This design comes from an exercise in tuning for small area on the open sky130 flow, not from production work. For this run, only the layout was checked, not whether the RTL still works.

==> flow/design.v <==
module layer_1(
  input clk,
  input reset,
  input in_valid,
  input [7:0] pxl_in,
  output [8:0] pool_out,
  output out_valid
);
  reg [7:0] pd;
  reg ivd;
  always @(posedge clk) begin
    pd <= pxl_in;
    ivd <= in_valid;
  end
  reg [1023:0] ch;
  always @(posedge clk)
    if (ivd) ch <= {ch[1015:0], pd};
  reg [4:0] row, col;
  always @(posedge clk or posedge reset)
    if (reset) begin
      row <= 5'd0; col <= 5'd0;
    end else if (in_valid) begin
      col <= col + 5'd1;
      if (col == 5'd31) row <= row + 5'd1;
    end
  reg v0, v1, v2, vo;
  reg xo0, yo0, xo1, yo1, xo2, yo2;
  always @(posedge clk or posedge reset)
    if (reset) begin
      v0 <= 1'b0; v1 <= 1'b0; v2 <= 1'b0; vo <= 1'b0;
    end else begin
      v0 <= in_valid && row >= 5'd4 && col >= 5'd4;
      v1 <= v0;
      v2 <= v1;
      vo <= v2 && xo2 && yo2;
    end
  always @(posedge clk) begin
    xo0 <= col[0]; yo0 <= row[0];
    xo1 <= xo0; yo1 <= yo0;
    xo2 <= xo1; yo2 <= yo1;
  end
  reg [14:0] a1;
  reg [16:0] a2, a3;
  reg [17:0] a4;
  reg [3:0] nzh;
  wire n1 = ch[1019] ^ ch[1017];
  wire n2 = ch[1019] & ch[1017];
  wire n3s, n3c;
  fadd un3 (ch[1020], ch[1018], ch[505], n3s, n3c);
  wire n4s, n4c;
  fadd un4 (ch[1021], ch[1019], ch[760], n4s, n4c);
  wire n5 = ch[506] ^ ch[250];
  wire n6 = ch[506] & ch[250];
  wire n7s, n7c;
  fadd un7 (ch[1022], ch[1020], ch[761], n7s, n7c);
  wire n8s, n8c;
  fadd un8 (ch[507], ch[251], pd[7], n8s, n8c);
  wire n9s, n9c;
  fadd un9 (ch[1023], ch[1021], ch[762], n9s, n9c);
  wire n10s, n10c;
  fadd un10 (ch[1022], ch[763], ch[509], n10s, n10c);
  wire n11s, n11c;
  fadd un11 (ch[1018], ch[1016], pd[3], n11s, n11c);
  wire n12s, n12c;
  fadd un12 (n1, ch[504], ch[248], n12s, n12c);
  wire n13s, n13c;
  fadd un13 (pd[4], pd[2], pd[0], n13s, n13c);
  wire n14s, n14c;
  fadd un14 (n2, n3s, ch[249], n14s, n14c);
  wire n15s, n15c;
  fadd un15 (pd[5], pd[3], pd[1], n15s, n15c);
  wire n16 = ch[763] ^ ch[509];
  wire n17 = ch[763] | ch[509];
  wire n18s, n18c;
  fadd un18 (n3c, n4s, n5, n18s, n18c);
  wire n19s, n19c;
  fadd un19 (pd[6], pd[4], pd[2], n19s, n19c);
  wire n20s, n20c;
  fadd un20 (ch[764], ch[510], ch[508], n20s, n20c);
  wire n21s, n21c;
  fadd un21 (n4c, n6, n7s, n21s, n21c);
  wire n22s, n22c;
  fadd un22 (n8s, pd[5], pd[3], n22s, n22c);
  wire n23s, n23c;
  fadd un23 (ch[765], ch[511], ch[509], n23s, n23c);
  wire n24s, n24c;
  fadd un24 (n7c, n8c, n9s, n24s, n24c);
  wire n25s, n25c;
  fadd un25 (ch[252], pd[6], pd[4], n25s, n25c);
  wire n26s, n26c;
  fadd un26 (ch[508], ch[766], ch[510], n26s, n26c);
  wire n27s, n27c;
  fadd un27 (n9c, ch[508], n10s, n27s, n27c);
  wire n28s, n28c;
  fadd un28 (ch[253], pd[7], pd[5], n28s, n28c);
  wire n29 = ch[767] ^ ch[511];
  wire n30 = ch[767] & ch[511];
  wire n31s, n31c;
  fadd un31 (n10c, ch[1023], ch[764], n31s, n31c);
  wire n32s, n32c;
  fadd un32 (ch[510], ch[254], pd[6], n32s, n32c);
  wire n33s, n33c;
  fadd un33 (ch[1017], pd[2], pd[0], n33s, n33c);
  wire n34s, n34c;
  fadd un34 (ch[761], ch[507], ch[505], n34s, n34c);
  wire n35s, n35c;
  fadd un35 (n11c, n12s, n13s, n35s, n35c);
  wire n36s, n36c;
  fadd un36 (ch[762], ch[508], ch[506], n36s, n36c);
  wire n37s, n37c;
  fadd un37 (n12c, n13c, n14s, n37s, n37c);
  wire n38s, n38c;
  fadd un38 (n15s, n16, ~ch[507], n38s, n38c);
  wire n39s, n39c;
  fadd un39 (n14c, n15c, n18s, n39s, n39c);
  wire n40s, n40c;
  fadd un40 (~n19s, n17, n20s, n40s, n40c);
  wire n41s, n41c;
  fadd un41 (n18c, n19c, n21s, n41s, n41c);
  wire n42s, n42c;
  fadd un42 (~n22s, n20c, n23s, n42s, n42c);
  wire n43s, n43c;
  fadd un43 (n21c, n22c, n24s, n43s, n43c);
  wire n44s, n44c;
  fadd un44 (~n25s, n23c, n26s, n44s, n44c);
  wire n45s, n45c;
  fadd un45 (n24c, n25c, n27s, n45s, n45c);
  wire n46s, n46c;
  fadd un46 (~n28s, n26c, n29, n46s, n46c);
  wire n47s, n47c;
  fadd un47 (n27c, n28c, n31s, n47s, n47c);
  wire n48 = n32s ^ n30;
  wire n49 = n32s | ~n30;
  wire n50s, n50c;
  fadd un50 (n31c, n32c, ch[765], n50s, n50c);
  wire n51s, n51c;
  fadd un51 (ch[511], ch[255], pd[7], n51s, n51c);
  wire n52 = ch[760] ^ ch[506];
  wire n53 = ch[760] | ch[506];
  wire n54s, n54c;
  fadd un54 (n33c, pd[1], ~n34s, n54s, n54c);
  wire n55s, n55c;
  fadd un55 (n11s, n35s, ~n34c, n55s, n55c);
  wire n56s, n56c;
  fadd un56 (n35c, n37s, n38s, n56s, n56c);
  wire n57s, n57c;
  fadd un57 (n37c, n38c, n39s, n57s, n57c);
  wire n58s, n58c;
  fadd un58 (n39c, n41s, ~n40c, n58s, n58c);
  wire n59s, n59c;
  fadd un59 (n41c, n43s, ~n42c, n59s, n59c);
  wire n60s, n60c;
  fadd un60 (n43c, n45s, ~n44c, n60s, n60c);
  wire n61s, n61c;
  fadd un61 (n45c, n47s, n48, n61s, n61c);
  wire n62s, n62c;
  fadd un62 (n47c, n49, n50s, n62s, n62c);
  wire n63s, n63c;
  fadd un63 (n50c, n51c, ch[766], n63s, n63c);
  wire n64s, n64c;
  fadd un64 (ch[1016], pd[1], ~ch[505], n64s, n64c);
  wire n65s, n65c;
  fadd un65 (n52, n33s, ~ch[504], n65s, n65c);
  wire n66s, n66c;
  fadd un66 (~n54s, n53, n11s, n66s, n66c);
  wire n67s, n67c;
  fadd un67 (n54c, n55s, ~n36s, n67s, n67c);
  wire n68s, n68c;
  fadd un68 (n55c, n56s, ~n36c, n68s, n68c);
  wire n69s, n69c;
  fadd un69 (n56c, n57s, ~n40s, n69s, n69c);
  wire n70s, n70c;
  fadd un70 (n57c, n58s, ~n42s, n70s, n70c);
  wire n71s, n71c;
  fadd un71 (n58c, n59s, ~n44s, n71s, n71c);
  wire n72s, n72c;
  fadd un72 (n59c, n60s, ~n46s, n72s, n72c);
  wire n73s, n73c;
  fadd un73 (n60c, n61s, ~n46c, n73s, n73c);
  wire n74s, n74c;
  fadd un74 (n61c, n62s, n51s, n74s, n74c);
  wire n75 = n62c ^ n63s;
  wire n76 = n62c | n63s;
  wire n77 = n63c ^ ch[767];
  wire n78 = n63c | ch[767];
  wire n79 = pd[0] ^ ch[504];
  wire n80 = pd[0] | ch[504];
  wire n81s, n81c;
  fadd un81 (pd[0], n64s, ~n80, n81s, n81c);
  wire n82s, n82c;
  fadd un82 (n64c, n65s, n81c, n82s, n82c);
  wire n83s, n83c;
  fadd un83 (n65c, ~n66s, n82c, n83s, n83c);
  wire n84s, n84c;
  fadd un84 (~n66c, n67s, n83c, n84s, n84c);
  wire n85s, n85c;
  fadd un85 (n67c, n68s, n84c, n85s, n85c);
  wire n86s, n86c;
  fadd un86 (n68c, n69s, n85c, n86s, n86c);
  wire n87s, n87c;
  fadd un87 (n69c, n70s, n86c, n87s, n87c);
  wire n88s, n88c;
  fadd un88 (n70c, n71s, n87c, n88s, n88c);
  wire n89s, n89c;
  fadd un89 (n71c, n72s, n88c, n89s, n89c);
  wire n90s, n90c;
  fadd un90 (n72c, n73s, n89c, n90s, n90c);
  wire n91s, n91c;
  fadd un91 (n73c, n74s, n90c, n91s, n91c);
  wire n92s, n92c;
  fadd un92 (n74c, ~n75, n91c, n92s, n92c);
  wire n93s, n93c;
  fadd un93 (n76, ~n77, n92c, n93s, n93c);
  wire n94 = n78 ^ n93c;
  wire [14:0] base = {n94, n93s, n92s, n91s, n90s, n89s, n88s, n87s, n86s, n85s, n84s, n83s, n82s, n81s, n79};
  wire n95 = ch[1018] ^ ch[1016];
  wire n96 = ch[1018] & ch[1016];
  wire n97s, n97c;
  fadd un97 (ch[1019], ch[1017], ch[763], n97s, n97c);
  wire n98s, n98c;
  fadd un98 (ch[1020], ch[1018], ch[764], n98s, n98c);
  wire n99s, n99c;
  fadd un99 (ch[1021], ch[1019], ch[765], n99s, n99c);
  wire n100s, n100c;
  fadd un100 (ch[1022], ch[1020], ch[766], n100s, n100c);
  wire n101 = ch[1016] ^ ch[760];
  wire n102 = ch[1016] & ch[760];
  wire n103s, n103c;
  fadd un103 (ch[1017], ch[761], ch[506], n103s, n103c);
  wire n104s, n104c;
  fadd un104 (n95, ch[762], ch[760], n104s, n104c);
  wire n105 = ch[507] ^ ch[251];
  wire n106 = ch[507] & ch[251];
  wire n107s, n107c;
  fadd un107 (n96, n97s, ch[761], n107s, n107c);
  wire n108s, n108c;
  fadd un108 (ch[508], ch[252], pd[4], n108s, n108c);
  wire n109s, n109c;
  fadd un109 (n97c, n98s, ch[762], n109s, n109c);
  wire n110s, n110c;
  fadd un110 (ch[509], ch[253], pd[5], n110s, n110c);
  wire n111s, n111c;
  fadd un111 (n98c, n99s, ch[763], n111s, n111c);
  wire n112s, n112c;
  fadd un112 (ch[510], ch[254], pd[6], n112s, n112c);
  wire n113s, n113c;
  fadd un113 (n99c, n100s, ch[764], n113s, n113c);
  wire n114s, n114c;
  fadd un114 (ch[511], ch[255], pd[7], n114s, n114c);
  wire n115s, n115c;
  fadd un115 (n100c, ch[1023], ch[1021], n115s, n115c);
  wire n116 = ch[767] ^ ch[765];
  wire n117 = ch[767] & ch[765];
  wire n118 = n101 ^ ch[505];
  wire n119 = n101 & ch[505];
  wire n120s, n120c;
  fadd un120 (n102, n103s, ch[250], n120s, n120c);
  wire n121s, n121c;
  fadd un121 (n103c, n104s, n105, n121s, n121c);
  wire n122s, n122c;
  fadd un122 (n104c, n106, n107s, n122s, n122c);
  wire n123s, n123c;
  fadd un123 (n107c, n108c, n109s, n123s, n123c);
  wire n124s, n124c;
  fadd un124 (n109c, n110c, n111s, n124s, n124c);
  wire n125s, n125c;
  fadd un125 (n111c, n112c, n113s, n125s, n125c);
  wire n126s, n126c;
  fadd un126 (n113c, n114c, n115s, n126s, n126c);
  wire n127s, n127c;
  fadd un127 (n115c, n117, ch[1022], n127s, n127c);
  wire n128 = ch[504] ^ ch[248];
  wire n129 = ch[504] & ch[248];
  wire n130s, n130c;
  fadd un130 (n118, ch[249], pd[1], n130s, n130c);
  wire n131s, n131c;
  fadd un131 (n119, n120s, pd[2], n131s, n131c);
  wire n132s, n132c;
  fadd un132 (n120c, n121s, pd[3], n132s, n132c);
  wire n133s, n133c;
  fadd un133 (n121c, n122s, n108s, n133s, n133c);
  wire n134s, n134c;
  fadd un134 (n122c, n123s, n110s, n134s, n134c);
  wire n135s, n135c;
  fadd un135 (n123c, n124s, n112s, n135s, n135c);
  wire n136s, n136c;
  fadd un136 (n124c, n125s, n114s, n136s, n136c);
  wire n137s, n137c;
  fadd un137 (n125c, n126s, n116, n137s, n137c);
  wire n138s, n138c;
  fadd un138 (n126c, n127s, ch[766], n138s, n138c);
  wire n139s, n139c;
  fadd un139 (n127c, ch[1023], ch[767], n139s, n139c);
  wire n140 = n128 ^ pd[0];
  wire n141 = n128 & pd[0];
  wire n142s, n142c;
  fadd un142 (n129, n130s, n141, n142s, n142c);
  wire n143s, n143c;
  fadd un143 (n130c, n131s, n142c, n143s, n143c);
  wire n144s, n144c;
  fadd un144 (n131c, n132s, n143c, n144s, n144c);
  wire n145s, n145c;
  fadd un145 (n132c, n133s, n144c, n145s, n145c);
  wire n146s, n146c;
  fadd un146 (n133c, n134s, n145c, n146s, n146c);
  wire n147s, n147c;
  fadd un147 (n134c, n135s, n146c, n147s, n147c);
  wire n148s, n148c;
  fadd un148 (n135c, n136s, n147c, n148s, n148c);
  wire n149s, n149c;
  fadd un149 (n136c, n137s, n148c, n149s, n149c);
  wire n150s, n150c;
  fadd un150 (n137c, n138s, n149c, n150s, n150c);
  wire n151s, n151c;
  fadd un151 (n138c, n139s, n150c, n151s, n151c);
  wire n152 = n139c ^ n151c;
  wire n153 = n139c & n151c;
  wire [12:0] dsum = {n153, n152, n151s, n150s, n149s, n148s, n147s, n146s, n145s, n144s, n143s, n142s, n140};
  wire n154 = dsum[1] ^ dsum[0];
  wire n155 = dsum[1] & dsum[0];
  wire n156s, n156c;
  fadd un156 (dsum[2], dsum[1], n155, n156s, n156c);
  wire n157s, n157c;
  fadd un157 (dsum[3], dsum[2], n156c, n157s, n157c);
  wire n158s, n158c;
  fadd un158 (dsum[4], dsum[3], n157c, n158s, n158c);
  wire n159s, n159c;
  fadd un159 (dsum[5], dsum[4], n158c, n159s, n159c);
  wire n160s, n160c;
  fadd un160 (dsum[6], dsum[5], n159c, n160s, n160c);
  wire n161s, n161c;
  fadd un161 (dsum[7], dsum[6], n160c, n161s, n161c);
  wire n162s, n162c;
  fadd un162 (dsum[8], dsum[7], n161c, n162s, n162c);
  wire n163s, n163c;
  fadd un163 (dsum[9], dsum[8], n162c, n163s, n163c);
  wire n164s, n164c;
  fadd un164 (dsum[10], dsum[9], n163c, n164s, n164c);
  wire n165s, n165c;
  fadd un165 (dsum[11], dsum[10], n164c, n165s, n165c);
  wire n166s, n166c;
  fadd un166 (dsum[12], dsum[11], n165c, n166s, n166c);
  wire n167 = dsum[12] ^ n166c;
  wire n168 = dsum[12] & n166c;
  wire [14:0] d3 = {n168, n167, n166s, n165s, n164s, n163s, n162s, n161s, n160s, n159s, n158s, n157s, n156s, n154, dsum[0]};
  wire n169 = a1[0] ^ base[0];
  wire n170 = a1[0] & base[0];
  wire n171s, n171c;
  fadd un171 (a1[1], base[1], dsum[1], n171s, n171c);
  wire n172s, n172c;
  fadd un172 (a1[2], base[2], dsum[2], n172s, n172c);
  wire n173s, n173c;
  fadd un173 (a1[3], base[3], dsum[3], n173s, n173c);
  wire n174s, n174c;
  fadd un174 (a1[4], base[4], dsum[4], n174s, n174c);
  wire n175s, n175c;
  fadd un175 (a1[5], base[5], dsum[5], n175s, n175c);
  wire n176s, n176c;
  fadd un176 (a1[6], base[6], dsum[6], n176s, n176c);
  wire n177s, n177c;
  fadd un177 (a1[7], base[7], dsum[7], n177s, n177c);
  wire n178s, n178c;
  fadd un178 (a1[8], base[8], dsum[8], n178s, n178c);
  wire n179s, n179c;
  fadd un179 (a1[9], base[9], dsum[9], n179s, n179c);
  wire n180s, n180c;
  fadd un180 (a1[10], base[10], dsum[10], n180s, n180c);
  wire n181s, n181c;
  fadd un181 (a1[11], base[11], dsum[11], n181s, n181c);
  wire n182s, n182c;
  fadd un182 (a1[12], base[12], dsum[12], n182s, n182c);
  wire n183 = a1[13] ^ base[13];
  wire n184 = a1[13] & base[13];
  wire n185 = a1[14] ^ base[14];
  wire n186 = a1[14] | base[14];
  wire n187 = n169 ^ dsum[0];
  wire n188 = n169 & dsum[0];
  wire n189s, n189c;
  fadd un189 (n170, n171s, n188, n189s, n189c);
  wire n190s, n190c;
  fadd un190 (n171c, n172s, n189c, n190s, n190c);
  wire n191s, n191c;
  fadd un191 (n172c, n173s, n190c, n191s, n191c);
  wire n192s, n192c;
  fadd un192 (n173c, n174s, n191c, n192s, n192c);
  wire n193s, n193c;
  fadd un193 (n174c, n175s, n192c, n193s, n193c);
  wire n194s, n194c;
  fadd un194 (n175c, n176s, n193c, n194s, n194c);
  wire n195s, n195c;
  fadd un195 (n176c, n177s, n194c, n195s, n195c);
  wire n196s, n196c;
  fadd un196 (n177c, n178s, n195c, n196s, n196c);
  wire n197s, n197c;
  fadd un197 (n178c, n179s, n196c, n197s, n197c);
  wire n198s, n198c;
  fadd un198 (n179c, n180s, n197c, n198s, n198c);
  wire n199s, n199c;
  fadd un199 (n180c, n181s, n198c, n199s, n199c);
  wire n200s, n200c;
  fadd un200 (n181c, n182s, n199c, n200s, n200c);
  wire n201s, n201c;
  fadd un201 (n182c, n183, n200c, n201s, n201c);
  wire n202s, n202c;
  fadd un202 (n184, n185, n201c, n202s, n202c);
  wire n203 = n186 ^ n202c;
  wire n204 = ~n186 & n202c;
  wire n205 = a2[1] ^ base[1];
  wire n206 = a2[1] & base[1];
  wire n207s, n207c;
  fadd un207 (a2[2], base[2], dsum[1], n207s, n207c);
  wire n208s, n208c;
  fadd un208 (a2[3], base[3], dsum[2], n208s, n208c);
  wire n209s, n209c;
  fadd un209 (a2[4], base[4], dsum[3], n209s, n209c);
  wire n210s, n210c;
  fadd un210 (a2[5], base[5], dsum[4], n210s, n210c);
  wire n211s, n211c;
  fadd un211 (a2[6], base[6], dsum[5], n211s, n211c);
  wire n212s, n212c;
  fadd un212 (a2[7], base[7], dsum[6], n212s, n212c);
  wire n213s, n213c;
  fadd un213 (a2[8], base[8], dsum[7], n213s, n213c);
  wire n214s, n214c;
  fadd un214 (a2[9], base[9], dsum[8], n214s, n214c);
  wire n215s, n215c;
  fadd un215 (a2[10], base[10], dsum[9], n215s, n215c);
  wire n216s, n216c;
  fadd un216 (a2[11], base[11], dsum[10], n216s, n216c);
  wire n217s, n217c;
  fadd un217 (a2[12], base[12], dsum[11], n217s, n217c);
  wire n218s, n218c;
  fadd un218 (a2[13], base[13], dsum[12], n218s, n218c);
  wire n219 = a2[14] ^ base[14];
  wire n220 = a2[14] & ~base[14];
  wire n221 = a2[0] ^ base[0];
  wire n222 = a2[0] & base[0];
  wire n223s, n223c;
  fadd un223 (n205, dsum[0], n222, n223s, n223c);
  wire n224s, n224c;
  fadd un224 (n206, n207s, n223c, n224s, n224c);
  wire n225s, n225c;
  fadd un225 (n207c, n208s, n224c, n225s, n225c);
  wire n226s, n226c;
  fadd un226 (n208c, n209s, n225c, n226s, n226c);
  wire n227s, n227c;
  fadd un227 (n209c, n210s, n226c, n227s, n227c);
  wire n228s, n228c;
  fadd un228 (n210c, n211s, n227c, n228s, n228c);
  wire n229s, n229c;
  fadd un229 (n211c, n212s, n228c, n229s, n229c);
  wire n230s, n230c;
  fadd un230 (n212c, n213s, n229c, n230s, n230c);
  wire n231s, n231c;
  fadd un231 (n213c, n214s, n230c, n231s, n231c);
  wire n232s, n232c;
  fadd un232 (n214c, n215s, n231c, n232s, n232c);
  wire n233s, n233c;
  fadd un233 (n215c, n216s, n232c, n233s, n233c);
  wire n234s, n234c;
  fadd un234 (n216c, n217s, n233c, n234s, n234c);
  wire n235s, n235c;
  fadd un235 (n217c, n218s, n234c, n235s, n235c);
  wire n236s, n236c;
  fadd un236 (n218c, ~n219, n235c, n236s, n236c);
  wire n237s, n237c;
  fadd un237 (n220, ~a2[15], n236c, n237s, n237c);
  wire n238 = a2[16] ^ n237c;
  wire n239 = a3[0] ^ base[0];
  wire n240 = a3[0] & base[0];
  wire n241s, n241c;
  fadd un241 (a3[1], base[1], d3[1], n241s, n241c);
  wire n242s, n242c;
  fadd un242 (a3[2], base[2], d3[2], n242s, n242c);
  wire n243s, n243c;
  fadd un243 (a3[3], base[3], d3[3], n243s, n243c);
  wire n244s, n244c;
  fadd un244 (a3[4], base[4], d3[4], n244s, n244c);
  wire n245s, n245c;
  fadd un245 (a3[5], base[5], d3[5], n245s, n245c);
  wire n246s, n246c;
  fadd un246 (a3[6], base[6], d3[6], n246s, n246c);
  wire n247s, n247c;
  fadd un247 (a3[7], base[7], d3[7], n247s, n247c);
  wire n248s, n248c;
  fadd un248 (a3[8], base[8], d3[8], n248s, n248c);
  wire n249s, n249c;
  fadd un249 (a3[9], base[9], d3[9], n249s, n249c);
  wire n250s, n250c;
  fadd un250 (a3[10], base[10], d3[10], n250s, n250c);
  wire n251s, n251c;
  fadd un251 (a3[11], base[11], d3[11], n251s, n251c);
  wire n252s, n252c;
  fadd un252 (a3[12], base[12], d3[12], n252s, n252c);
  wire n253s, n253c;
  fadd un253 (a3[13], base[13], d3[13], n253s, n253c);
  wire n254s, n254c;
  fadd un254 (a3[14], d3[14], ~base[14], n254s, n254c);
  wire n255 = n239 ^ d3[0];
  wire n256 = n239 & d3[0];
  wire n257s, n257c;
  fadd un257 (n240, n241s, n256, n257s, n257c);
  wire n258s, n258c;
  fadd un258 (n241c, n242s, n257c, n258s, n258c);
  wire n259s, n259c;
  fadd un259 (n242c, n243s, n258c, n259s, n259c);
  wire n260s, n260c;
  fadd un260 (n243c, n244s, n259c, n260s, n260c);
  wire n261s, n261c;
  fadd un261 (n244c, n245s, n260c, n261s, n261c);
  wire n262s, n262c;
  fadd un262 (n245c, n246s, n261c, n262s, n262c);
  wire n263s, n263c;
  fadd un263 (n246c, n247s, n262c, n263s, n263c);
  wire n264s, n264c;
  fadd un264 (n247c, n248s, n263c, n264s, n264c);
  wire n265s, n265c;
  fadd un265 (n248c, n249s, n264c, n265s, n265c);
  wire n266s, n266c;
  fadd un266 (n249c, n250s, n265c, n266s, n266c);
  wire n267s, n267c;
  fadd un267 (n250c, n251s, n266c, n267s, n267c);
  wire n268s, n268c;
  fadd un268 (n251c, n252s, n267c, n268s, n268c);
  wire n269s, n269c;
  fadd un269 (n252c, n253s, n268c, n269s, n269c);
  wire n270s, n270c;
  fadd un270 (n253c, n254s, n269c, n270s, n270c);
  wire n271s, n271c;
  fadd un271 (n254c, a3[15], n270c, n271s, n271c);
  wire n272 = a3[16] ^ n271c;
  wire n273 = a3[16] & n271c;
  wire n274s, n274c;
  fadd un274 (a4[7], base[7], dsum[5], n274s, n274c);
  wire n275s, n275c;
  fadd un275 (a4[8], base[8], dsum[6], n275s, n275c);
  wire n276s, n276c;
  fadd un276 (a4[9], base[9], dsum[7], n276s, n276c);
  wire n277s, n277c;
  fadd un277 (a4[10], base[10], dsum[8], n277s, n277c);
  wire n278 = a4[3] ^ base[3];
  wire n279 = a4[3] & base[3];
  wire n280s, n280c;
  fadd un280 (a4[4], base[4], dsum[2], n280s, n280c);
  wire n281s, n281c;
  fadd un281 (a4[5], base[5], dsum[3], n281s, n281c);
  wire n282 = ch[762] ^ ch[760];
  wire n283 = ch[762] & ch[760];
  wire n284s, n284c;
  fadd un284 (a4[6], base[6], dsum[4], n284s, n284c);
  wire n285s, n285c;
  fadd un285 (ch[763], ch[761], ~ch[765], n285s, n285c);
  wire n286s, n286c;
  fadd un286 (n274s, ch[764], ch[762], n286s, n286c);
  wire n287 = ch[766] ^ ch[760];
  wire n288 = ch[766] & ch[760];
  wire n289s, n289c;
  fadd un289 (n274c, n275s, ch[765], n289s, n289c);
  wire n290s, n290c;
  fadd un290 (~ch[763], ch[767], ch[761], n290s, n290c);
  wire n291s, n291c;
  fadd un291 (n275c, n276s, ch[766], n291s, n291c);
  wire n292 = ch[764] ^ ch[762];
  wire n293 = ch[764] | ~ch[762];
  wire n294s, n294c;
  fadd un294 (n276c, n277s, ch[767], n294s, n294c);
  wire n295 = ch[765] ^ ch[763];
  wire n296 = ch[765] | ~ch[763];
  wire n297s, n297c;
  fadd un297 (n277c, base[11], dsum[9], n297s, n297c);
  wire n298s, n298c;
  fadd un298 (~ch[766], a4[11], ch[764], n298s, n298c);
  wire n299s, n299c;
  fadd un299 (a4[11], base[12], dsum[10], n299s, n299c);
  wire n300s, n300c;
  fadd un300 (~ch[767], a4[12], ch[765], n300s, n300c);
  wire n301s, n301c;
  fadd un301 (a4[12], a4[13], base[13], n301s, n301c);
  wire n302 = dsum[11] ^ ch[766];
  wire n303 = dsum[11] | ~ch[766];
  wire n304 = a4[14] ^ dsum[12];
  wire n305 = a4[14] | dsum[12];
  wire n306 = base[14] ^ ch[767];
  wire n307 = base[14] | ch[767];
  wire n308s, n308c;
  fadd un308 (a4[2], base[2], dsum[0], n308s, n308c);
  wire n309s, n309c;
  fadd un309 (n278, dsum[1], ch[760], n309s, n309c);
  wire n310s, n310c;
  fadd un310 (n279, n280s, ch[761], n310s, n310c);
  wire n311s, n311c;
  fadd un311 (n280c, n281s, n282, n311s, n311c);
  wire n312s, n312c;
  fadd un312 (n281c, n283, n284s, n312s, n312c);
  wire n313s, n313c;
  fadd un313 (n284c, n285c, n286s, n313s, n313c);
  wire n314s, n314c;
  fadd un314 (n286c, n289s, ~n288, n314s, n314c);
  wire n315s, n315c;
  fadd un315 (n289c, n291s, n292, n315s, n315c);
  wire n316s, n316c;
  fadd un316 (n291c, n293, n294s, n316s, n316c);
  wire n317s, n317c;
  fadd un317 (n294c, n296, n297s, n317s, n317c);
  wire n318s, n318c;
  fadd un318 (n297c, n299s, ~n298c, n318s, n318c);
  wire n319s, n319c;
  fadd un319 (n299c, n301s, n302, n319s, n319c);
  wire n320s, n320c;
  fadd un320 (n301c, n303, n306, n320s, n320c);
  wire n321 = n305 ^ a4[15];
  wire n322 = n305 & a4[15];
  wire n323 = a4[1] ^ ch[760];
  wire n324 = a4[1] | ch[760];
  wire n325s, n325c;
  fadd un325 (a4[1], n308s, ~ch[761], n325s, n325c);
  wire n326s, n326c;
  fadd un326 (n308c, n309s, ~ch[762], n326s, n326c);
  wire n327s, n327c;
  fadd un327 (n309c, n310s, ~ch[763], n327s, n327c);
  wire n328s, n328c;
  fadd un328 (n310c, n311s, ~ch[764], n328s, n328c);
  wire n329s, n329c;
  fadd un329 (n311c, n312s, n285s, n329s, n329c);
  wire n330s, n330c;
  fadd un330 (n312c, n313s, ~n287, n330s, n330c);
  wire n331s, n331c;
  fadd un331 (n313c, n314s, ~n290s, n331s, n331c);
  wire n332s, n332c;
  fadd un332 (n314c, n315s, ~n290c, n332s, n332c);
  wire n333s, n333c;
  fadd un333 (n315c, n316s, n295, n333s, n333c);
  wire n334s, n334c;
  fadd un334 (n316c, n317s, ~n298s, n334s, n334c);
  wire n335s, n335c;
  fadd un335 (n317c, n318s, ~n300s, n335s, n335c);
  wire n336s, n336c;
  fadd un336 (n318c, n319s, ~n300c, n336s, n336c);
  wire n337s, n337c;
  fadd un337 (n319c, n320s, ~n304, n337s, n337c);
  wire n338s, n338c;
  fadd un338 (n320c, n321, ~n307, n338s, n338c);
  wire n339 = n322 ^ a4[16];
  wire n340 = n322 | a4[16];
  wire n341 = a4[0] ^ base[0];
  wire n342 = a4[0] & base[0];
  wire n343s, n343c;
  fadd un343 (n323, base[1], n342, n343s, n343c);
  wire n344s, n344c;
  fadd un344 (~n324, n325s, n343c, n344s, n344c);
  wire n345s, n345c;
  fadd un345 (n325c, n326s, n344c, n345s, n345c);
  wire n346s, n346c;
  fadd un346 (n326c, n327s, n345c, n346s, n346c);
  wire n347s, n347c;
  fadd un347 (n327c, n328s, n346c, n347s, n347c);
  wire n348s, n348c;
  fadd un348 (n328c, n329s, n347c, n348s, n348c);
  wire n349s, n349c;
  fadd un349 (n329c, n330s, n348c, n349s, n349c);
  wire n350s, n350c;
  fadd un350 (n330c, n331s, n349c, n350s, n350c);
  wire n351s, n351c;
  fadd un351 (n331c, n332s, n350c, n351s, n351c);
  wire n352s, n352c;
  fadd un352 (n332c, n333s, n351c, n352s, n352c);
  wire n353s, n353c;
  fadd un353 (n333c, n334s, n352c, n353s, n353c);
  wire n354s, n354c;
  fadd un354 (n334c, n335s, n353c, n354s, n354c);
  wire n355s, n355c;
  fadd un355 (n335c, n336s, n354c, n355s, n355c);
  wire n356s, n356c;
  fadd un356 (n336c, n337s, n355c, n356s, n356c);
  wire n357s, n357c;
  fadd un357 (n337c, n338s, n356c, n357s, n357c);
  wire n358s, n358c;
  fadd un358 (n338c, ~n339, n357c, n358s, n358c);
  wire n359 = n340 ^ a4[17] ^ n358c;
  wire [14:0] a1_n = {base[14], base[13], base[12], base[11], base[10], base[9], base[8], base[7], base[6], base[5], base[4], base[3], base[2], base[1], base[0]};
  wire [16:0] a2_n = {n204, n203, n202s, n201s, n200s, n199s, n198s, n197s, n196s, n195s, n194s, n193s, n192s, n191s, n190s, n189s, n187};
  wire [16:0] a3_n = {n238, n237s, n236s, n235s, n234s, n233s, n232s, n231s, n230s, n229s, n228s, n227s, n226s, n225s, n224s, n223s, n221};
  wire [17:0] a4_n = {n273, n272, n271s, n270s, n269s, n268s, n267s, n266s, n265s, n264s, n263s, n262s, n261s, n260s, n259s, n258s, n257s, n255};
  wire [17:0] a_sum = {n359, n358s, n357s, n356s, n355s, n354s, n353s, n352s, n351s, n350s, n349s, n348s, n347s, n346s, n345s, n344s, n343s, n341};
  wire n360 = a_r[5] ^ a_r[2];
  wire n361 = a_r[5] & a_r[2];
  wire n362s, n362c;
  fadd un362 (a_r[16], a_r[13], a_r[11], n362s, n362c);
  wire n363s, n363c;
  fadd un363 (a_r[7], a_r[4], a_r[2], n363s, n363c);
  wire n364 = a_r[17] ^ a_r[14];
  wire n365 = a_r[17] | a_r[14];
  wire n366s, n366c;
  fadd un366 (a_r[17], a_r[5], a_r[3], n366s, n366c);
  wire n367s, n367c;
  fadd un367 (a_r[8], a_r[15], a_r[13], n367s, n367c);
  wire n368s, n368c;
  fadd un368 (a_r[8], a_r[6], a_r[4], n368s, n368c);
  wire n369s, n369c;
  fadd un369 (a_r[9], a_r[16], a_r[14], n369s, n369c);
  wire n370s, n370c;
  fadd un370 (a_r[9], a_r[10], a_r[7], n370s, n370c);
  wire n371s, n371c;
  fadd un371 (~a_r[5], a_r[17], a_r[15], n371s, n371c);
  wire n372s, n372c;
  fadd un372 (a_r[17], a_r[11], a_r[8], n372s, n372c);
  wire n373 = a_r[6] ^ a_r[16];
  wire n374 = a_r[6] & ~a_r[16];
  wire n375s, n375c;
  fadd un375 (a_r[17], a_r[12], a_r[9], n375s, n375c);
  wire n376 = a_r[13] ^ a_r[10];
  wire n377 = a_r[13] & a_r[10];
  wire n378 = a_r[15] ^ a_r[12];
  wire n379 = a_r[15] | a_r[12];
  wire n380s, n380c;
  fadd un380 (n361, a_r[6], a_r[3], n380s, n380c);
  wire n381s, n381c;
  fadd un381 (n363s, n364, ~n362c, n381s, n381c);
  wire n382s, n382c;
  fadd un382 (n363c, n366s, ~n365, n382s, n382c);
  wire n383s, n383c;
  fadd un383 (n366c, n368s, ~n367c, n383s, n383c);
  wire n384s, n384c;
  fadd un384 (n368c, n370s, ~n369c, n384s, n384c);
  wire n385s, n385c;
  fadd un385 (n370c, n372s, ~n371c, n385s, n385c);
  wire n386s, n386c;
  fadd un386 (n372c, n374, n375s, n386s, n386c);
  wire n387s, n387c;
  fadd un387 (n375c, a_r[7], n376, n387s, n387c);
  wire n388s, n388c;
  fadd un388 (n377, a_r[11], a_r[9], n388s, n388c);
  wire n389s, n389c;
  fadd un389 (a_r[14], a_r[12], a_r[10], n389s, n389c);
  wire n390s, n390c;
  fadd un390 (a_r[15], a_r[13], a_r[11], n390s, n390c);
  wire n391s, n391c;
  fadd un391 (a_r[16], a_r[12], ~a_r[14], n391s, n391c);
  wire n392s, n392c;
  fadd un392 (a_r[14], a_r[15], a_r[13], n392s, n392c);
  wire n393 = n378 ^ n360;
  wire n394 = n378 & n360;
  wire n395s, n395c;
  fadd un395 (~n380s, n379, n362s, n395s, n395c);
  wire n396s, n396c;
  fadd un396 (n380c, n381s, ~a_r[12], n396s, n396c);
  wire n397s, n397c;
  fadd un397 (n381c, n382s, ~n367s, n397s, n397c);
  wire n398s, n398c;
  fadd un398 (n382c, n383s, ~n369s, n398s, n398c);
  wire n399s, n399c;
  fadd un399 (n383c, n384s, ~n371s, n399s, n399c);
  wire n400s, n400c;
  fadd un400 (n384c, n385s, ~n373, n400s, n400c);
  wire n401s, n401c;
  fadd un401 (n385c, n386s, ~a_r[7], n401s, n401c);
  wire n402s, n402c;
  fadd un402 (n386c, n387s, a_r[8], n402s, n402c);
  wire n403s, n403c;
  fadd un403 (n387c, n388s, ~a_r[14], n403s, n403c);
  wire n404s, n404c;
  fadd un404 (n388c, n389s, ~a_r[15], n404s, n404c);
  wire n405s, n405c;
  fadd un405 (n389c, n390s, ~a_r[16], n405s, n405c);
  wire n406s, n406c;
  fadd un406 (n390c, n391s, ~a_r[17], n406s, n406c);
  wire n407 = n391c ^ n392s;
  wire n408 = n391c | n392s;
  wire n409s, n409c;
  fadd un409 (n392c, a_r[14], ~a_r[16], n409s, n409c);
  wire n410s, n410c;
  fadd un410 (~a_r[16], a_r[15], a_r[17], n410s, n410c);
  wire n411 = n393 ^ a_r[10];
  wire n412 = n393 & ~a_r[10];
  wire n413s, n413c;
  fadd un413 (n394, ~n395s, n412, n413s, n413c);
  wire n414s, n414c;
  fadd un414 (~n395c, n396s, n413c, n414s, n414c);
  wire n415s, n415c;
  fadd un415 (n396c, n397s, n414c, n415s, n415c);
  wire n416s, n416c;
  fadd un416 (n397c, n398s, n415c, n416s, n416c);
  wire n417s, n417c;
  fadd un417 (n398c, n399s, n416c, n417s, n417c);
  wire n418s, n418c;
  fadd un418 (n399c, n400s, n417c, n418s, n418c);
  wire n419s, n419c;
  fadd un419 (n400c, n401s, n418c, n419s, n419c);
  wire n420s, n420c;
  fadd un420 (n401c, n402s, n419c, n420s, n420c);
  wire n421s, n421c;
  fadd un421 (n402c, n403s, n420c, n421s, n421c);
  wire n422s, n422c;
  fadd un422 (n403c, n404s, n421c, n422s, n422c);
  wire n423s, n423c;
  fadd un423 (n404c, n405s, n422c, n423s, n423c);
  wire n424s, n424c;
  fadd un424 (n405c, n406s, n423c, n424s, n424c);
  wire n425s, n425c;
  fadd un425 (n406c, ~n407, n424c, n425s, n425c);
  wire n426s, n426c;
  fadd un426 (n408, n409s, n425c, n426s, n426c);
  wire n427 = n409c ^ n410s ^ n426c;
  wire [28:0] prod = {n427, n426s, n425s, n424s, n423s, n422s, n421s, n420s, n419s, n418s, n417s, n416s, n415s, n414s, n413s, n411, 1'b0, 1'b0, 1'b0, 1'b0, 1'b0, 1'b0, 1'b0, 1'b0, 1'b0, 1'b0, 1'b0, 1'b0, 1'b0};
  wire nz_col = (|ch[1023:1016]) | (|ch[767:760]) | (|ch[511:504]) | (|ch[255:248]) | (|pd[7:0]);
  wire nz = (|nzh) | (|ch[767:760]) | (|ch[511:504]) | (|ch[255:248]);
  always @(posedge clk)
    if (ivd) begin
      a1 <= a1_n; a2 <= a2_n; a3 <= a3_n; a4 <= a4_n;
      nzh <= {nzh[2:0], nz_col};
    end
  reg [17:0] a_r;
  reg nz1;
  always @(posedge clk) begin
    a_r <= a_sum;
    nz1 <= nz;
  end
  reg [8:0] q_r;
  reg rz2, nz2;
  wire [28:0] prod_t = {~prod[28], prod[27], prod[26], prod[25], prod[24], prod[23], prod[22], prod[21], prod[20], prod[19], prod[18], prod[17], prod[16], prod[15], prod[14], ~prod[13], prod[12], prod[11], prod[10], prod[9], prod[8], prod[7], prod[6], prod[5], prod[4], prod[3], prod[2], prod[1], prod[0]};
  wire [1:0] a_lo = {a_r[1], a_r[0]};
  always @(posedge clk) begin
    q_r <= prod_t[28:20];
    rz2 <= prod_t[19:15] == 5'd0 && a_lo == 2'd0;
    nz2 <= nz1;
  end
  wire [8:0] c9 = q_r - {8'd0, rz2 & nz2};
  wire [7:0] f = c9[8] ? 8'd0 : c9[7:0];
  reg [7:0] hm;
  reg [111:0] pb;
  wire [7:0] up = yo2 ? pb[111:104] : 8'd0;
  wire [7:0] m0 = f > up ? f : up;
  wire [7:0] m1 = f > hm ? f : hm;
  always @(posedge clk) begin
    if (v2 && !xo2) hm <= m0;
    if (v2 && xo2) pb <= {pb[103:0], m1};
  end
  assign pool_out = {1'b0, pb[7:0]};
  assign out_valid = vo;
endmodule
module fadd(input a, input b, input c, output s, output co);
  assign s = a ^ b ^ c;
  assign co = (a & b) | (a & c) | (b & c);
endmodule
==> flow/run.sh <==
#!/bin/bash
# synth_recipe.tcl (not shown) runs the flow's synth.tcl, then flattens the netlist and writes it again
# the make line also repeats each setting of config.mk as NAME=value (left out here)
make -C /OpenROAD-flow-scripts/flow DESIGN_CONFIG=/design/flow/config.mk WORK_HOME=/design/flow/orfs CLKGATE_MAP_FILE= SYNTH_SCRIPT=/design/flow/synth_recipe.tcl finish
==> flow/config.mk <==
export PLATFORM = sky130hd
export DESIGN_NAME = layer_1
export DESIGN_NICKNAME = layer_1
export VERILOG_FILES = /design/flow/design.v
export SDC_FILE = /design/flow/constraint.sdc
export NUM_CORES = 4
export LEC_CHECK = 0
export CAP_MARGIN = 20
export CORE_MARGIN = 2
export CORE_UTILIZATION = 40
export CTS_CLUSTER_DIAMETER = 100
export CTS_CLUSTER_SIZE = 30
export SLEW_MARGIN = 20
export SYNTH_HIERARCHICAL = 1
export SYNTH_MINIMUM_KEEP_SIZE = 0
==> flow/constraint.sdc <==
create_clock -name core_clock -period 12.0 [get_ports {clk}]
set_input_delay 2.4000 -clock core_clock [delete_from_list [all_inputs] [get_ports {clk}]]
set_output_delay 2.4000 -clock core_clock [all_outputs]
set_load 0.01 [all_outputs]
==> impl_metrics.ini <==
[status]
status = timing/DRC/antenna clean

[place]
worst_slack_after_detailed_placement_ns = 0.717
placedInstanceArea_sq_mm = 0.0488
post-dp-hpwl_um = 37500
gpl.final_weighted_congestion = 0.781
placed_cells = 3488
io_buffers = 19

[layout]
layout.cells.most_common = edfxtp_1
post-route-cell-area_sq_mm = 0.0504
n_antenna_cell = 0
layout.nets = 2421
finish.cell_count_without_fillers = 3573
mostFrequentLayoutCells = edfxtp_1, fa_1, inv_1, ha_1, clkbuf_16
area_delta_synth_final_pct = 7.94
drive_gt1_frac = 0.0478
final_core_utilization = 0.434

[routing]
post_drt_via_cell_ratio = 4.56
drcViolationCount = 0
dr_pass1_iterations = 4
drt_wl_total_um = 62500
routed-via-count = 16305
drt-initial-drc-count = 1308
drtAntennaViolNets = 0
wl_per_cell_um = 17.5

[global_routing]
grt_first_pass_wirelength_um = 102000
via_count_of_the_first_global_routing_pass = 17348
pin_count_of_the_biggest_net_entering_global_routing = 202
grt_usage = 0.107
antenna_violations_before_repair = 0
grt.overflow.total = 0

[setup_path]
worstSetupStartpointType = flop
critPathArrivalTime_ns = 11.75
cp_slowest_stage_delay_ns = 0.70
worst_ep_required_time_ns = 12.58
path_class = flop to flop
critical_path.max_fanout = 5
critical-path-top-cell-by-count = fa_1
setup.worst_path.end_class = flop
slowest_stage_cell_crit_path = fa_1

[timing]
layout_setup_ws_ns = 0.834
period_share = 0.930
whs_ns = 0.339
clock_skew_ns = 0.0400
max_freq_ghz = 0.0896
period_needed_ns = 11.17
final_slew_viol_count = 0
maxSlewHeadroom = 0.209
worst-slew-pin-transition_ns = 1.19
timing.final.hold_violations = 0
rsz0062_at_grt = no
tns_ns = 0
timing.final.setup_violations = 0

[synthesis]
yosys_warnings = 7
post_synth_num_cell_types = 49
synth-edff-count = 1215
synth-main-ff-cell = edfxtp_1
ys_async_sr_fraction = 0.0110
synth_top_area_frac = 0.782
synth_cells = 1943
yosys_register_bits = 1274
ys_top_cells_by_area = edfxtp_1, fa_1, dfxtp_1, ha_1, inv_1
syn_nets = 2347
syn-mean-instance-area_sq_um = 24.0
synth_top_area_cell = edfxtp_1
mappedNetlistArea_sq_mm = 0.0466
proportion_of_synthesized_chip_area_in_sequential_cells = 0.809

[clock_tree]
cts-buffers-inserted = 51
cts_setup_buffers = 0
cts.sinks = 1274
cts_max_path_buffers = 3
clkLatencyLatePin_ns = 0.69
postCtsResizedCells = 0
ctsRootBufferMaster = clkbuf_16
cts-hold-fix-buffers = 0
cts_max_level = 2
worst_setup_hold_path_clk_slew_ns = 0.11
cts_tree = yes

[die]
core_region_area_sq_mm = 0.116
fp.dieArea_sq_mm = 0.119
vert_die_dim_um = 345
initial_utilization = 0.402
die_x_extent_um = 345
placement_rows = 125
i_o_pin_cnt = 21

[min_path]
hold_class = flop to flop

[flow_run]
timing.max_cap.violations = 0
==> cells by family after synthesis <==
family,after synthesis,synth area share
simple gates,80,0.00944
flops,1274,0.809
fa+ha+maj,393,0.157
buf+inv,132,0.0117
mux,16,0.00456
xor+xnor,19,0.00357
compound gates,28,0.00429
other cells,1,0.0000804
==> flip-flops by register name, summed over array words and instances (netlist names), 5 cells and up <==
name / count
ch: 1024
pb: 112
a4: 18
a_r: 18
a2: 17
a3: 17
a1: 15
q_r: 9
hm: 8
pd: 8
col: 5
row: 5
==> cell type report <==
type / count / area, sq um
fill: 9657 / 65500
sequential: 1274 / 37700
multi-input combinational: 537 / 8370
tap: 1524 / 1910
clock buffer: 73 / 1360
inverter: 119 / 447
timing repair buffer: 34 / 348
clock inverter: 12 / 184
==> modules after synthesis (local to each module, per instance) <==
| module | flip-flops and latches | cell area, sq um |
|---|---|---|
| layer_1 | 1274 | 40200 |
| fadd | 0 | 20.0 |
==> Yosys cell counts, types with 2 or more instances <==
| cell type | n |
|---|---|
| and2_1 | 5 |
| and3_1 | 3 |
| dfxtp_1 | 45 |
| nand4_1 | 3 |
| nor2b_1 | 2 |
| mux2i_1 | 4 |
| nor2_1 | 13 |
| nor4_1 | 13 |
| a21oi_1 | 5 |
| mux2_4 | 10 |
| buf_4 | 9 |
| nand3_1 | 4 |
| dfrtp_1 | 14 |
| xnor2_1 | 15 |
| a21o_1 | 4 |
| buf_6 | 2 |
| nand2_1 | 24 |
| nand2b_1 | 2 |
| and4_1 | 2 |
| xor2_1 | 4 |
| mux2_2 | 2 |
| o21ai_0 | 6 |
| ha_1 | 70 |
| fa_1 | 323 |
| inv_1 | 119 |
| o31ai_1 | 2 |
| o21ai_1 | 2 |
| edfxtp_1 | 1215 |
==> metal layers <==
metal,track usage,up-vias,routed length (um)
met4,0.0257,0,1210
met3,0.0182,78,1920
met1,0.169,8776,31200
li1,-,7289,-
met2,0.156,162,28200
met5,0,-,0
==> critical path, delay by kind of cell (launching register included) <==
| family | cells | cell delay (ns) |
|---|---|---|
| fa+ha+maj | 23 | 10.25 |
| flops | 1 | 0.56 |
| xor+xnor | 2 | 0.28 |
==> worst paths after layout <==
path	start	end	depth (start not counted)	slack, ns
min in group asynchronous	reset	vo	2	2.06
hold / removal	yo1	yo2	0	0.34
setup / recovery	ch[1017]	a_r[17]	25	0.83
hold reg to reg	yo1	yo2	0	0.34
setup reg to reg	ch[1017]	a_r[17]	25	0.83
max in group asynchronous	reset	row[1]	2	9.58

==> separate check: timing with driven ports <==
How much do the figures lean on ideal ports? The routed layout below was timed once more, with nothing changed but the port constraints.
Step 1: set_driving_cell puts a clkbuf_16 on clk and a buf_2 on each other input, an assumption about the parent block.
Step 2 moves the port delays by t, midway between the first and last clock arrival at a register: inputs arrive t later, outputs are due t later. That takes back most of the time a late clock gives input paths.
a / b / c = ideal / step 1 / step 2; a / b = the first two.
t (ns): 0.738
setup slack, ns: 0.834 / 0.834 / 0.834
latest minus earliest clock arrival (ns): 0.043 / 0.043
worst slew at a driven data input, ns: 0.05
cell pins on the clock port's net: 1
After both steps setup and hold are still met in this run. For this run, drivers alone change the setup slack by 0.000 ns; drivers and shift together by 0.000 ns.
